This is an optimization exercise on Yosys and OpenROAD, whose aim is small area, not a production implementation. Only simulation tests tie the RTL to the original design; equivalence was not proved. No driver is modelled on the clock port, so clocking that relies on it looks cheaper here than on a real chip. Power and IR drop assume default switching activity.

Setup of old:
==> flow/design.v (excerpt) <==
module automaton (
    input  wire        CLK,
    input  wire        i_rst,
    input  wire        i_cal_stb,
    input  wire        i_clk_tick,
    input  wire [10:0] i_inq_x,
    input  wire [10:0] i_inq_y,
    input  wire [10:0] i_sel_x,
    input  wire [10:0] i_sel_y,
    output wire        o_sta
    );
==> flow/config.mk <==
export PLATFORM = sky130hd
export DESIGN_NAME = automaton
export DESIGN_NICKNAME = automaton
export VERILOG_FILES = /design/flow/design.v
export SDC_FILE = /design/flow/constraint.sdc
export NUM_CORES = 8
export LEC_CHECK = 0
export CAP_MARGIN = 20
export CORE_MARGIN = 2
export CORE_UTILIZATION = 56
export PLACE_DENSITY = 0.66
export SLEW_MARGIN = 20
export SYNTH_HIERARCHICAL = 1
export SYNTH_MINIMUM_KEEP_SIZE = 0
==> flow/constraint.sdc <==
create_clock -name core_clock -period 15.0 [get_ports {CLK}]
set_input_delay 3.0000 -clock core_clock [delete_from_list [all_inputs] [get_ports {CLK}]]
set_output_delay 3.0000 -clock core_clock [all_outputs]
set_load 0.01 [all_outputs]
standard.sh (not shown) runs the stock make flow with config.mk's settings and CLKGATE_MAP_FILE= SYNTH_SCRIPT=/design/flow/synth_recipe.tcl, a recipe that flattens the netlist after the stock synthesis.
==> flow/flow/run.sh <==
#!/bin/bash
# Standard synthesis, then its combinational logic re-mapped for area
# (flip-flops untouched), then the standard layout from floorplan on.
set -euo pipefail
W=$(pwd)
R=$W/orfs/results/$FLOW_PLATFORM/automaton/base
LIB=$FLOW_HOME/platforms/$FLOW_PLATFORM/lib/sky130_fd_sc_hd__tt_025C_1v80.lib
YOSYS=$(command -v yosys || echo $FLOW_HOME/../tools/install/yosys/bin/yosys)

bash standard.sh synth > synth_standard.log 2>&1
cp $R/1_2_yosys.v $W/standard_netlist.v

DU=""
for c in $(sed -n '/DONT_USE_CELLS/,/^#/p' $FLOW_HOME/platforms/$FLOW_PLATFORM/config.mk | grep -o 'sky130_fd_sc_hd__[a-z0-9_]*'); do
  DU="$DU -dont_use $c"
done
python3 flow/genmap.py $LIB > $W/cellmap.v
sed -e "s|@LIB@|$LIB|g" -e "s|@IN@|$W/standard_netlist.v|" -e "s|@TOP@|$FLOW_TOP|" -e "s|@MAP@|$W/cellmap.v|" \
    -e "s|@DONTUSE@|$DU|" -e "s|@SCRIPT@|$W/flow/area.abc|" -e "s|@OUT@|$W/remapped.v|" \
    flow/remap.ys > $W/remap_run.ys
$YOSYS -s $W/remap_run.ys > remap.log 2>&1

cp $W/remapped.v $R/1_2_yosys.v
rm -f $R/1_synth.odb $R/1_synth.sdc
bash standard.sh synth > synth_odb.log 2>&1
cmp -s $W/remapped.v $R/1_2_yosys.v || { echo "re-mapped netlist was overwritten"; exit 1; }
# Clock tree: larger sink clusters and no dummy loads, which the tree's
# balance does not need here.
export CTS_ARGS="-sink_clustering_enable -repair_clock_nets -dont_use_dummy_load -sink_clustering_size 20 -sink_clustering_max_diameter 80 -buf_list {sky130_fd_sc_hd__clkbuf_4 sky130_fd_sc_hd__clkbuf_8 sky130_fd_sc_hd__clkbuf_16}"
bash standard.sh cts > layout_to_cts.log 2>&1
RESULTS=$R LIB=$LIB openroad -no_init -exit flow/downsize.tcl > downsize.log 2>&1
# more rounds of antenna repair after detailed routing than the default 5
export MAX_REPAIR_ANTENNAS_ITER_DRT=12
bash standard.sh > layout.log 2>&1
test -f out/final.def
==> flow/flow/downsize.tcl <==
# Area recovery after clock tree synthesis, on the placed design: every cell
# that has a smaller variant of the same function (a lower drive strength)
# is tried at the smaller size and kept there when slew and capacitance keep
# their margin (and the cell's own net a wide one), setup slack stays above 2 ns and, for clock buffers, every
# flip-flop clock pin's estimated slew stays below CLK_MAX.  Narrower cells
# keep their place, so the placement stays legal.
set R $::env(RESULTS)
read_db $R/4_cts.odb
read_liberty $::env(LIB)
read_sdc $R/4_cts.sdc
source $::env(FLOW_HOME)/platforms/$::env(FLOW_PLATFORM)/setRC.tcl
set CLK_MAX 0.100
report_design_area
proc cell_area {m} { return [expr [$m getWidth]*[$m getHeight]] }
proc smaller_masters {mname} {
  if {![regexp {^(sky130_fd_sc_hd__[a-z0-9]+)_([0-9]+)$} $mname -> base n]} { return {} }
  set out {}
  set db [ord::get_db]
  set cur [$db findMaster $mname]
  set ca [cell_area $cur]
  foreach k {0 1 2 3 4 6 8 12 16} {
    if {$k >= $n} continue
    set m [$db findMaster ${base}_$k]
    if {$m == "NULL" || $m == ""} continue
    if {[cell_area $m] < $ca} { lappend out [list [cell_area $m] ${base}_$k] }
  }
  set out [lsort -real -index 0 $out]
  set names {}
  foreach x $out { lappend names [lindex $x 1] }
  return $names
}
proc clk_slew_worst {} {
  set w 0
  foreach p [get_pins -hierarchical */CLK] {
    set s [get_property $p slew_max]
    if {$s > $w} {set w $s}
  }
  return $w
}
# flip-flop clock pins driven straight by a clock buffer
proc leaf_clk_pins {inst} {
  set pins {}
  foreach it [$inst getITerms] {
    if {![$it isOutputSignal]} continue
    foreach l [[$it getNet] getITerms] {
      if {[$l getMTerm] != "NULL" && [[$l getMTerm] getName] == "CLK"} {
        lappend pins [get_pins [[$l getInst] getName]/CLK]
      }
    }
  }
  return $pins
}
proc pins_slew_worst {pins} {
  set w 0
  foreach p $pins {
    set s [get_property $p slew_max]
    if {$s > $w} {set w $s}
  }
  return $w
}
# worst slew on the net a cell drives (its output pin and every load pin)
proc out_slew_worst {inst} {
  set w 0
  foreach it [$inst getITerms] {
    if {![$it isOutputSignal]} continue
    set n [$it getNet]
    if {$n == "NULL" || $n == ""} continue
    foreach l [$n getITerms] {
      set p [get_pins -quiet [[$l getInst] getName]/[[$l getMTerm] getName]]
      if {$p == ""} continue
      set sl [get_property $p slew_max]
      if {$sl > $w} {set w $sl}
    }
  }
  return $w
}
proc ok_state {slew0 cap0 wns_min clk_max} {
  set s [sta::max_slew_check_slack_limit]
  set c [sta::max_capacitance_check_slack_limit]
  if {$s < [expr min($slew0, $::SLEW_R)]} { return 0 }
  if {$c < [expr min($cap0, $::CAP_R)]} { return 0 }
  if {[sta::worst_slack_cmd max] < $wns_min} { return 0 }
  return 1
}
proc reest {inst} {
  foreach it [$inst getITerms] {
    set n [$it getNet]
    if {$n == "NULL" || $n == ""} continue
    set sn [get_nets -quiet [$n getName]]
    if {$sn != ""} { est::estimate_parasitic_net $sn }
  }
}
set SLEW_R 0.2
set CAP_R 0.2
set NET_SLEW_MAX 0.9
estimate_parasitics -placement
set slew0 [sta::max_slew_check_slack_limit]
set cap0 [sta::max_capacitance_check_slack_limit]
puts "start: slew ratio $slew0 cap ratio $cap0 wns [sta::worst_slack_cmd max] clk [clk_slew_worst]"
set gained 0
set nswap 0
set ntry 0
foreach inst [[ord::get_db_block] getInsts] {
  set m [$inst getMaster]
  if {[$m getType] != "CORE"} continue
  set mname [$m getName]
  if {[regexp {df|fill|tap|decap|conb|diode} $mname]} continue
  set cands [smaller_masters $mname]
  if {$cands == {}} continue
  set isclk [regexp {clkbuf} $mname]
  if {$isclk} {
    set leaf [leaf_clk_pins $inst]
    if {$leaf == {}} continue
  }
  incr ntry
  foreach c $cands {
    set old [$inst getMaster]
    set iname [$inst getName]
    replace_cell $iname $c
    reest $inst
    set good [ok_state $slew0 $cap0 2e-9 0]
    if {$good && [out_slew_worst $inst] > $::NET_SLEW_MAX} { set good 0 }
    if {$good && $isclk} {
      if {[pins_slew_worst $leaf] > $::CLK_MAX} { set good 0 }
    }
    if {$good} {
      set gained [expr $gained + ([cell_area $old] - [cell_area [$inst getMaster]])/1e6]
      incr nswap
      break
    } else {
      replace_cell $iname [$old getName]
      reest $inst
    }
  }
}
estimate_parasitics -placement
puts "tried $ntry, downsized $nswap cells, area recovered $gained um2; slew ratio [sta::max_slew_check_slack_limit] cap ratio [sta::max_capacitance_check_slack_limit] wns [sta::worst_slack_cmd max] clk [clk_slew_worst]"
report_design_area
check_placement
write_db $R/4_cts.odb
Other scripts of this flow, unchanged in this note and not shown: flow/flow/area.abc, flow/flow/genmap.py, flow/flow/remap.ys
old completed every stage of the flow, and the final layout passed the timing, DRC and antenna checks.
Input changes introduced in new (baseline for comparison: old):
- changing SLEW_MARGIN from 20 to 5
- changing CAP_MARGIN from 20 to 5
- changing CORE_UTILIZATION from 56 to 50
- changing PLACE_DENSITY from 0.66 to 0.6
--- a/flow/flow/run.sh
+++ b/flow/flow/run.sh
@@ -28,7 +28,5 @@
 # balance does not need here.
-export CTS_ARGS="-sink_clustering_enable -repair_clock_nets -dont_use_dummy_load -sink_clustering_size 20 -sink_clustering_max_diameter 80 -buf_list {sky130_fd_sc_hd__clkbuf_4 sky130_fd_sc_hd__clkbuf_8 sky130_fd_sc_hd__clkbuf_16}"
+export CTS_ARGS="-sink_clustering_enable -repair_clock_nets -dont_use_dummy_load -sink_clustering_size 16 -sink_clustering_max_diameter 60 -buf_list sky130_fd_sc_hd__clkbuf_8"
 bash standard.sh cts > layout_to_cts.log 2>&1
 RESULTS=$R LIB=$LIB openroad -no_init -exit flow/downsize.tcl > downsize.log 2>&1
-# more rounds of antenna repair after detailed routing than the default 5
-export MAX_REPAIR_ANTENNAS_ITER_DRT=12
 bash standard.sh > layout.log 2>&1
--- a/flow/flow/downsize.tcl
+++ b/flow/flow/downsize.tcl
@@ -3,3 +3,3 @@
 # is tried at the smaller size and kept there when slew and capacitance keep
-# their margin (and the cell's own net a wide one), setup slack stays above 2 ns and, for clock buffers, every
+# their margin, setup slack stays above 2 ns and, for clock buffers, every
 # flip-flop clock pin's estimated slew stays below CLK_MAX.  Narrower cells
@@ -60,18 +60,2 @@
 }
-# worst slew on the net a cell drives (its output pin and every load pin)
-proc out_slew_worst {inst} {
-  set w 0
-  foreach it [$inst getITerms] {
-    if {![$it isOutputSignal]} continue
-    set n [$it getNet]
-    if {$n == "NULL" || $n == ""} continue
-    foreach l [$n getITerms] {
-      set p [get_pins -quiet [[$l getInst] getName]/[[$l getMTerm] getName]]
-      if {$p == ""} continue
-      set sl [get_property $p slew_max]
-      if {$sl > $w} {set w $sl}
-    }
-  }
-  return $w
-}
 proc ok_state {slew0 cap0 wns_min clk_max} {
@@ -92,5 +76,4 @@
 }
-set SLEW_R 0.2
-set CAP_R 0.2
-set NET_SLEW_MAX 0.9
+set SLEW_R 0.15
+set CAP_R 0.15
 estimate_parasitics -placement
@@ -121,3 +104,2 @@
     set good [ok_state $slew0 $cap0 2e-9 0]
-    if {$good && [out_slew_worst $inst] > $::NET_SLEW_MAX} { set good 0 }
     if {$good && $isclk} {
[new] flow finished | final checks: failed | reasons: capacitance limit, slew limit
The count of buffer and inverter cells on the critical path in new sits 2 below the value recorded for old.
Per the comparison of new with old, number of sequential cells in the layout roughly the same, combinational group share of total power higher, clock transition at the registers of the reported paths roughly the same, average detailed-routed wire length per instance lower, cell area roughly the same.
Relative to old, global-route met1 utilization decreased by 3.5 points in new.

==> static timing again, ports no longer ideal <==
The flow's constraints put no driver on any port. The routed layouts listed below were extracted and timed again, unchanged, in two steps. Step 1, drivers: a clkbuf_16 drives CLK and a buf_2 each remaining input, both assumed. Step 2 times the ports against the registers' clock, not the clock port: input delays grow and output delays shrink by t, the midpoint of the rising clock arrivals with the driver on. Three values: ideal ports, drivers, drivers and shift; two values: the first two.
run	t, ns	slack for setup (ns)	worst hold slack (ns)	worst setup path at the end	clock arrival spread, ns
old	1.070	4.429 / 4.512 / 3.442	0.317 / 0.317 / 0.317	input to register	0.093 / 0.093
new	1.297	3.511 / 3.607 / 2.310	0.318 / 0.318 / 0.318	input to register	0.144 / 0.144
For new, which loses most, drivers alone change the setup slack by +0.096 ns; drivers and shift together by -1.201 ns.
